Source: an optimization exercise on an open RTL-to-GDS flow (aim: small area, a short achievable clock period and few clock cycles). Production flows keep margins and buffers that such runs may drop.
At most, simulation tests tie the RTL to the original design; equivalence was not proved.
Power and IR drop assume default switching activity.

// FFT16_RTL
module FFT16_RTL (
    input             clk,
    input             reset,
    input             load_en,
    input      [31:0] serial_data_in,
    output reg [31:0] serial_data_out,
    output reg        data_out_valid,
    output reg        fft_done,
    output reg        fft_core_en
);
export LEC_CHECK = 0
export CAP_MARGIN = 20
export CORE_MARGIN = 2
export CORE_UTILIZATION = 60
export CTS_BUF_LIST = sky130_fd_sc_hd__clkbuf_8
export CTS_CLUSTER_DIAMETER = 50
export CTS_CLUSTER_SIZE = 20
export SETUP_SLACK_MARGIN = 5
export SLEW_MARGIN = 30
create_clock -name core_clock -period 10.0 [get_ports {clk}]
standard.sh (not shown) runs the stock make flow with config.mk's settings and CLKGATE_MAP_FILE= SYNTH_SCRIPT=/design/flow/synth_recipe.tcl, a recipe that flattens the netlist after the stock synthesis.
==> flow/flow/run.sh <==
#!/bin/bash
set -euo pipefail
bash standard.sh SETUP_SLACK_MARGIN=6.0 finish > standard.log 2>&1
The baseline completed without violations.
Change:
==> flow/flow/run.sh (replaced) <==
#!/bin/bash
set -euo pipefail
bash standard.sh SETUP_SLACK_MARGIN=6.5 finish > standard.log 2>&1
What happened: The changed run passed the timing, design-rule and antenna checks; core utilization goes up by 2.1 points; maximum frequency fell by about 1.7%; worst setup slack is worse by 0.086 ns; wire length climbs by 2.8%; via count came out higher by 1.2%; total power grows by about 1.6%; final cell count rises by 0.73%; global-route usage rises by 0.97 points; final area climbs by about 3%.
No run of this note included a check of the RTL's function; only the layout flow was run.

* * *

lane 1:
FFT16_RTL, a different RTL version from the one above (not shown whole).
Size: ~5400 cells after synthesis, about 840 flip-flops, about 70 I/O pins, ~0.059 mm2 of cells after synthesis.
==> flow/config.mk <==
export PLATFORM = sky130hd
export DESIGN_NAME = FFT16_RTL
export DESIGN_NICKNAME = FFT16_RTL
export VERILOG_FILES = /design/flow/design.v
export SDC_FILE = /design/flow/constraint.sdc
export NUM_CORES = 8
export LEC_CHECK = 0
export ABC_CLOCK_PERIOD_IN_PS = 3000
export CAP_MARGIN = 20
export CORE_MARGIN = 2
export CORE_UTILIZATION = 60
export SETUP_SLACK_MARGIN = 5
export SLEW_MARGIN = 30
==> flow/constraint.sdc <==
create_clock -name core_clock -period 10.0 [get_ports {clk}]
set_input_delay 2.0000 -clock core_clock [delete_from_list [all_inputs] [get_ports {clk}]]
set_output_delay 2.0000 -clock core_clock [all_outputs]
set_load 0.01 [all_outputs]
==> flow/flow/run.sh <==
#!/bin/bash
set -euo pipefail
bash standard.sh SETUP_SLACK_MARGIN=6.8 finish > standard.log 2>&1
No stage failed in lane 1, and the final checks on the layout all came back clean.
What lane 2 does differently from lane 1 at the input level:
# lane 1
export LEC_CHECK = 0
export ABC_CLOCK_PERIOD_IN_PS = 3000
export CAP_MARGIN = 20
export CORE_MARGIN = 2
export CORE_UTILIZATION = 60
export SETUP_SLACK_MARGIN = 5
export SLEW_MARGIN = 30
create_clock -name core_clock -period 10.0 [get_ports {clk}]
# lane 2
export LEC_CHECK = 0
export CAP_MARGIN = 20
export CORE_MARGIN = 2
export CORE_UTILIZATION = 40
export SLEW_MARGIN = 30
create_clock -name core_clock -period 10.0 [get_ports {clk}]
==> flow/run.sh (new file) <==
#!/bin/bash
# synth_recipe.tcl (not shown) runs the flow's synth.tcl, then flattens the netlist and writes it again
# the make line also repeats each setting of config.mk as NAME=value (left out here)
make -C /OpenROAD-flow-scripts/flow DESIGN_CONFIG=/design/flow/config.mk WORK_HOME=/design/flow/orfs CLKGATE_MAP_FILE= SYNTH_SCRIPT=/design/flow/synth_recipe.tcl finish
removed: flow/flow/run.sh
removed: flow/standard.sh
--- outcome ---
Buffers plus inverters on the worst setup path came out lower on lane 2 than on lane 1.
Between lane 2 and lane 1, share of cell area taken by flip-flops and latches is higher for lane 2, lane 1 comes in under that.
Lane 2 gives less average wire per standard cell than lane 1 did.
No run of this note included a check of the RTL's function; only the layout flow was run.

* * *

FFT16_RTL, a different RTL version from the one above (not shown whole).
For scale: roughly 5300 cells after synthesis, ~870 flip-flops, ~70 I/O pins.
clock: 10.0 ns
lec_check: 0
cap_margin: 10
core_margin: 2
core_utilization: 60
cts_buf_list: sky130_fd_sc_hd__clkbuf_8
cts_cluster_diameter: 50
cts_cluster_size: 20
gpl_routability_driven: 0
setup_slack_margin: 5
slew_margin: 10
==> flow/flow/run.sh <==
#!/bin/bash
set -euo pipefail
bash standard.sh SETUP_SLACK_MARGIN=6.1 finish > standard.log 2>&1
The starting point passed the timing, design-rule and antenna checks.
Testbench counts at the start, summed over its fixed seeds: cycles 18,440.
Edit:
GPL_ROUTABILITY_DRIVEN = unset   (was 0)
Effect: The new run ran to the end with no violations; design area hardly moves; die area is unchanged; global-route usage hardly moves; count of clock-buffer cells in the layout fell by 2; synthesized cell count does not change; via count goes down by 0.35%.
Edit:
CORE_UTILIZATION = 55   (was 60)
CTS_CLUSTER_DIAMETER = 40   (was 50)
CTS_CLUSTER_SIZE = 16   (was 20)
Hold slack loses 0.011 ns.
Power rose by 8.1%.
Clock power rose by 22%.
Edit:
==> flow/flow/run.sh (replaced) <==
#!/bin/bash
set -euo pipefail
bash standard.sh SETUP_SLACK_MARGIN=6.0 finish > standard.log 2>&1
CAP_MARGIN = 20   (was 10)
CORE_UTILIZATION = 60   (was 55)
CTS_CLUSTER_DIAMETER = 50   (was 40)
CTS_CLUSTER_SIZE = 20   (was 16)
SLEW_MARGIN = 30   (was 10)
Effect:
- total power fell by 9.0%
- non-clock buffer count shrinks by 77
- via count decreases by 0.72%
- wire length drops by 2.6%
- sequential share of layout area rose by 1.2 points
- global-route usage rose by 2.0 points
- area after synthesis stays the same
- die area is lower by 8.2%
- critical path depth stays the same
- register-to-register slack gets worse by 0.03 ns
- first-iteration DRC count came out lower by 1.5%
Edit:
==> flow/flow/run.sh (replaced) <==
#!/bin/bash
set -euo pipefail
bash standard.sh SETUP_SLACK_MARGIN=6.1 finish > standard.log 2>&1
CTS_CLUSTER_DIAMETER = 40   (was 50)
CTS_CLUSTER_SIZE = 16   (was 20)
Outcome: Synthesized cell count is unchanged. Wire length went up by 0.80%. Combinational power is about the same. Die area stays the same. Clock-buffer cell count increases by 46. Via count rose by 1.3%. Fmax is higher by 2.1%. Cell area rose by 2.4%.

* * *

FFT16_RTL, a different RTL version from the one above (not shown whole).
For scale: ~870 flip-flops, ~70 I/O pins, about 58000 sq um of cells after synthesis.
==> flow/config.mk <==
export PLATFORM = sky130hd
export DESIGN_NAME = FFT16_RTL
export DESIGN_NICKNAME = FFT16_RTL
export VERILOG_FILES = /design/flow/design.v
export SDC_FILE = /design/flow/constraint.sdc
export NUM_CORES = 8
export LEC_CHECK = 0
export CAP_MARGIN = 20
export CORE_MARGIN = 2
export CORE_UTILIZATION = 60
export CTS_BUF_LIST = sky130_fd_sc_hd__clkbuf_8
export CTS_CLUSTER_DIAMETER = 50
export CTS_CLUSTER_SIZE = 20
export SETUP_SLACK_MARGIN = 5
export SLEW_MARGIN = 30
==> flow/constraint.sdc <==
create_clock -name core_clock -period 10.0 [get_ports {clk}]
set_input_delay 2.0000 -clock core_clock [delete_from_list [all_inputs] [get_ports {clk}]]
set_output_delay 2.0000 -clock core_clock [all_outputs]
set_load 0.01 [all_outputs]
==> flow/flow/run.sh <==
#!/bin/bash
set -euo pipefail
bash standard.sh SETUP_SLACK_MARGIN=6.5 finish > standard.log 2>&1
The first run passed the timing, design-rule and antenna checks.
Testbench counts at the start, summed over its fixed seeds: cycles 18,440.
Next try:
==> flow/flow/run.sh (replaced) <==
#!/bin/bash
set -euo pipefail
bash standard.sh SETUP_SLACK_MARGIN=7.0 finish > standard.log 2>&1
=> The changed run completed without violations; routed wire length grows by a few percent; final cell count came out higher slightly; sequential power is about the same; clock skew fell by 0.012 ns; synthesized cell count is unchanged; utilization went up by 4.2 points.

* * *

Another version of the RTL of FFT16_RTL (not shown whole).
clock: 10.0 ns
lec_check: 0
cap_margin: 20
core_margin: 2
core_utilization: 60
cts_buf_list: sky130_fd_sc_hd__clkbuf_8
cts_cluster_diameter: 50
cts_cluster_size: 20
setup_slack_margin: 5
slew_margin: 30
==> flow/flow/run.sh <==
#!/bin/bash
set -euo pipefail
bash standard.sh SETUP_SLACK_MARGIN=5.8 finish > standard.log 2>&1
The starting point produced a clean layout.
==> next run, changes <==
==> flow/run.sh (new file) <==
#!/bin/bash
# synth_recipe.tcl (not shown) runs the flow's synth.tcl, then flattens the netlist and writes it again
# the make line also repeats each setting of config.mk as NAME=value (left out here)
make -C /OpenROAD-flow-scripts/flow DESIGN_CONFIG=/design/flow/config.mk WORK_HOME=/design/flow/orfs CLKGATE_MAP_FILE= SYNTH_SCRIPT=/design/flow/synth_recipe.tcl finish
removed: flow/flow/run.sh
removed: flow/standard.sh
The changed run completed without violations.
Global-route usage falls by 0.53 points.
Clock-buffer cell count decreases by 7.
Worst hold slack loses 3.8 ps.
Function was not checked in any run of this note: the RTL went through the layout flow alone.

* * *

FFT16_RTL, a different RTL version from the one above (not shown whole).
Size: about 5200 cells after synthesis, roughly 800 flip-flops, about 56000 um2 of cells after synthesis.
Settings: LEC_CHECK=0, ABC_CLOCK_PERIOD_IN_PS=3000, CAP_MARGIN=20, CORE_MARGIN=2, CORE_UTILIZATION=60, SETUP_SLACK_MARGIN=5, SLEW_MARGIN=30; clock period 10.0 ns.
run.sh (not shown) runs the stock make flow with config.mk's settings and CLKGATE_MAP_FILE= SYNTH_SCRIPT=/design/flow/synth_recipe.tcl, a recipe that flattens the netlist after the stock synthesis.
Stock flow here: none of the scripts above is used.
The baseline passed the timing, design-rule and antenna checks.
Testbench counts at the start, summed over its fixed seeds: cycles 17,928.
Change:
--- a/flow/config.mk
+++ b/flow/config.mk
@@ -6,8 +6,10 @@
 export NUM_CORES = 8
 export LEC_CHECK = 0
-export ABC_CLOCK_PERIOD_IN_PS = 3000
 export CAP_MARGIN = 20
 export CORE_MARGIN = 2
 export CORE_UTILIZATION = 60
+export CTS_BUF_LIST = sky130_fd_sc_hd__clkbuf_8
+export CTS_CLUSTER_DIAMETER = 50
+export CTS_CLUSTER_SIZE = 20
 export SETUP_SLACK_MARGIN = 5
 export SLEW_MARGIN = 30
Effect:
- wire length falls by 0.46%
- total power falls by 8.2%
- fmax hardly moves
- global-route usage falls by 0.25 points
- synthesized area does not change
- sequential share of layout area rises by 0.42 points
- sequential power stays flat
- combinational power barely changes
- worst setup slack got worse by 0.0063 ns
- register-to-register slack barely changes
- via count is about the same

* * *

## nickel
FFT16_RTL with an RTL version that a note above also has.
For scale: ~70 I/O pins, roughly 58,000 um2 of cells after synthesis.
==> flow/config.mk <==
export PLATFORM = sky130hd
export DESIGN_NAME = FFT16_RTL
export DESIGN_NICKNAME = FFT16_RTL
export VERILOG_FILES = /design/flow/design.v
export SDC_FILE = /design/flow/constraint.sdc
export NUM_CORES = 8
export LEC_CHECK = 0
export CAP_MARGIN = 20
export CORE_MARGIN = 2
export CORE_UTILIZATION = 70
export CTS_BUF_LIST = sky130_fd_sc_hd__clkbuf_8
export CTS_CLUSTER_DIAMETER = 50
export CTS_CLUSTER_SIZE = 20
export SETUP_SLACK_MARGIN = 5
export SLEW_MARGIN = 30
==> flow/constraint.sdc <==
create_clock -name core_clock -period 10.0 [get_ports {clk}]
set_input_delay 2.0000 -clock core_clock [delete_from_list [all_inputs] [get_ports {clk}]]
set_output_delay 2.0000 -clock core_clock [all_outputs]
set_load 0.01 [all_outputs]
standard.sh (not shown) runs the stock make flow with config.mk's settings and CLKGATE_MAP_FILE= SYNTH_SCRIPT=/design/flow/synth_recipe.tcl, a recipe that flattens the netlist after the stock synthesis.
==> flow/flow/run.sh <==
#!/bin/bash
set -euo pipefail
bash standard.sh SETUP_SLACK_MARGIN=6.5 finish > standard.log 2>&1
Testbench counts of nickel, summed over its fixed seeds: cycles 18,440.
Setup changes, nickel to willow
==> flow/flow/run.sh <==
#!/bin/bash
set -euo pipefail
bash standard.sh SETUP_SLACK_MARGIN=6.1 finish > standard.log 2>&1
diff --git a/flow/config.mk b/flow/config.mk
--- a/flow/config.mk
+++ b/flow/config.mk
@@ -9,3 +9,3 @@
 export CORE_MARGIN = 2
-export CORE_UTILIZATION = 70
+export CORE_UTILIZATION = 60
 export CTS_BUF_LIST = sky130_fd_sc_hd__clkbuf_8
[summary]
Looking at vertical die dimension, willow sits 7.9% above nickel. Delta(largest net degree at the start of global routing, willow - nickel) > 0. On willow: number of cells upsized or downsized after cts is 236 lower than what nickel gave. From nickel to willow the numbers moved as follows: met3 demand-to-capacity share in global routing -4.8 points; instance area after placement +about 0.4%. willow: maximum single-stage delay on the critical path lower than nickel. For willow, the capture point of the worst path was Si[16], unlike nickel, where it was Sr[16]. Comparing willow and nickel, the higher minimum clock period is on nickel. willow gives less total detailed-routing wirelength than nickel did. [willow] setup slack rose 200 ps relative to nickel. Sort willow and nickel by global-route usage, ascending, and willow comes first.

* * *

FFT16_RTL with an RTL version that a note above also has.
For scale: ~5300 cells after synthesis, ~870 flip-flops, roughly 56000 µm² of cells after synthesis.
## FFT16_RTL
module FFT16_RTL (
    input             clk,
    input             reset,
    input             load_en,
    input      [31:0] serial_data_in,
    output reg [31:0] serial_data_out,
    output reg        data_out_valid,
    output reg        fft_done,
    output reg        fft_core_en
);
==> flow/config.mk <==
export PLATFORM = sky130hd
export DESIGN_NAME = FFT16_RTL
export DESIGN_NICKNAME = FFT16_RTL
export VERILOG_FILES = /design/flow/design.v
export SDC_FILE = /design/flow/constraint.sdc
export NUM_CORES = 8
export LEC_CHECK = 0
export CAP_MARGIN = 20
export CORE_MARGIN = 2
export CORE_UTILIZATION = 60
export CTS_BUF_LIST = sky130_fd_sc_hd__clkbuf_8
export CTS_CLUSTER_DIAMETER = 50
export CTS_CLUSTER_SIZE = 20
export PLACE_DENSITY = 0.72
export SETUP_SLACK_MARGIN = 5
export SLEW_MARGIN = 30
==> flow/constraint.sdc <==
create_clock -name core_clock -period 10.0 [get_ports {clk}]
set_input_delay 2.0000 -clock core_clock [delete_from_list [all_inputs] [get_ports {clk}]]
set_output_delay 2.0000 -clock core_clock [all_outputs]
set_load 0.01 [all_outputs]
==> flow/flow/run.sh <==
#!/bin/bash
set -euo pipefail
bash standard.sh SETUP_SLACK_MARGIN=6.1 finish > standard.log 2>&1
Testbench counts at the start, summed over its fixed seeds: cycles 18,440.
Change:
Settings changed: PLACE_DENSITY 0.72 to not set.
The changed run went through all stages and came out clean.
Final area stays flat.
Power went down slightly.
Cell count stays flat.
Routed wire length rose by a few percent.
Worst setup slack stays flat.
Hold slack gets better by 0.0077 ns.
Clock power went down by a few percent.
Sequential share of layout area stays flat.
Change:
==> flow/flow/run.sh (replaced) <==
#!/bin/bash
set -euo pipefail
bash standard.sh SETUP_SLACK_MARGIN=6.2 finish > standard.log 2>&1
After rerunning: The changed run finished clean; core utilization went up by 1.3 points; routed wire length went up by about 1.4%; maximum frequency climbs by about 1.2%; total power rises by about 2.2%; setup slack gains 0.045 ns; synthesized cell count stays the same.

* * *

== oak ==
FFT16_RTL, a different RTL version from the one above (not shown whole).
Size in the first run: ~760 flip-flops, ~70 I/O pins, about 0.054 mm² of cells after synthesis.
Settings: LEC_CHECK=0, CAP_MARGIN=20, CORE_MARGIN=2, CORE_UTILIZATION=60, CTS_BUF_LIST=sky130_fd_sc_hd__clkbuf_8, CTS_CLUSTER_DIAMETER=50, CTS_CLUSTER_SIZE=20, SETUP_SLACK_MARGIN=5, SLEW_MARGIN=30; clock period 10.0 ns.
==> flow/flow/run.sh <==
#!/bin/bash
set -euo pipefail
bash standard.sh SETUP_SLACK_MARGIN=6.0 finish > standard.log 2>&1
#### Input delta (pine over oak)
==> flow/run.sh (new file) <==
#!/bin/bash
# synth_recipe.tcl (not shown) runs the flow's synth.tcl, then flattens the netlist and writes it again
# the make line also repeats each setting of config.mk as NAME=value (left out here)
make -C /OpenROAD-flow-scripts/flow DESIGN_CONFIG=/design/flow/config.mk WORK_HOME=/design/flow/orfs CLKGATE_MAP_FILE= SYNTH_SCRIPT=/design/flow/synth_recipe.tcl finish
removed: flow/flow/run.sh
removed: flow/standard.sh
--- outcome ---
- pine completed every stage of the flow, and the final layout passed the timing, design-rule and antenna checks.
- Against oak as the reference, pine delivers a higher final RePlAce weighted congestion.
- Relative contribution of combinational cells to total power on pine is down relative to oak.
- Total power draw for pine: about 5.5% down relative to oak
Function was not checked in any run of this note: the RTL went through the layout flow alone.

static timing again, ports no longer ideal:
How much do the figures lean on ideal ports? The routed layouts below were timed once more, with nothing changed but the port constraints. Step 1 sets driving cells, clkbuf_16 on the clock port and buf_2 on the other inputs (assumed; they add their load-dependent delay and slew). Step 2 times the ports against the registers' clock, not the clock port: input delays grow and output delays shrink by t, the midpoint of the rising clock arrivals with the driver on. Three values: no drivers, after step 1, after step 2; two values: the first two.
run	shift t [ns]	setup WS [ns]	worst data-port slew with drivers (ns)
the first run of note 1	0.835	4.896 / 4.896 / 4.769	0.08
the second run of note 1	0.847	4.809 / 4.809 / 4.809	0.20
lane 1	0.784	5.955 / 5.955 / 5.955	0.05
lane 2	0.792	4.605 / 4.605 / 4.605	0.06
the first run of note 3	0.830	6.126 / 6.141 / 5.335	0.03
the second run of note 3	0.838	6.125 / 6.148 / 5.331	0.04
the third run of note 3	0.900	6.094 / 6.094 / 5.303	0.04
the fourth run of note 3	0.830	6.050 / 6.065 / 5.275	0.04
the fifth run of note 3	0.879	6.131 / 6.131 / 5.302	0.04
the first run of note 4	0.857	6.192 / 6.192 / 5.656	0.10
the second run of note 4	0.843	6.208 / 6.208 / 5.718	0.17
the first run of note 5	0.835	4.952 / 4.952 / 4.759	0.07
the second run of note 5	0.828	4.761 / 4.761 / 4.346	0.08
the first run of note 6	0.727	5.131 / 5.131 / 4.553	0.06
the second run of note 6	0.835	5.124 / 5.124 / 4.428	0.07
nickel	0.851	5.940 / 5.940 / 5.663	0.14
willow	0.876	6.139 / 6.139 / 5.326	0.09
the first run of note 8	0.815	6.129 / 6.151 / 5.352	0.04
the second run of note 8	0.838	6.131 / 6.138 / 5.340	0.04
the third run of note 8	0.829	6.176 / 6.176 / 5.400	0.04
oak	0.847	5.535 / 5.535 / 4.985	0.08
pine	0.843	5.096 / 5.096 / 4.313	0.05
After both steps every run listed still meets setup and hold. For the fifth run of note 3, which loses most, drivers alone change the setup slack by 0.000 ns; drivers and shift together by -0.829 ns.
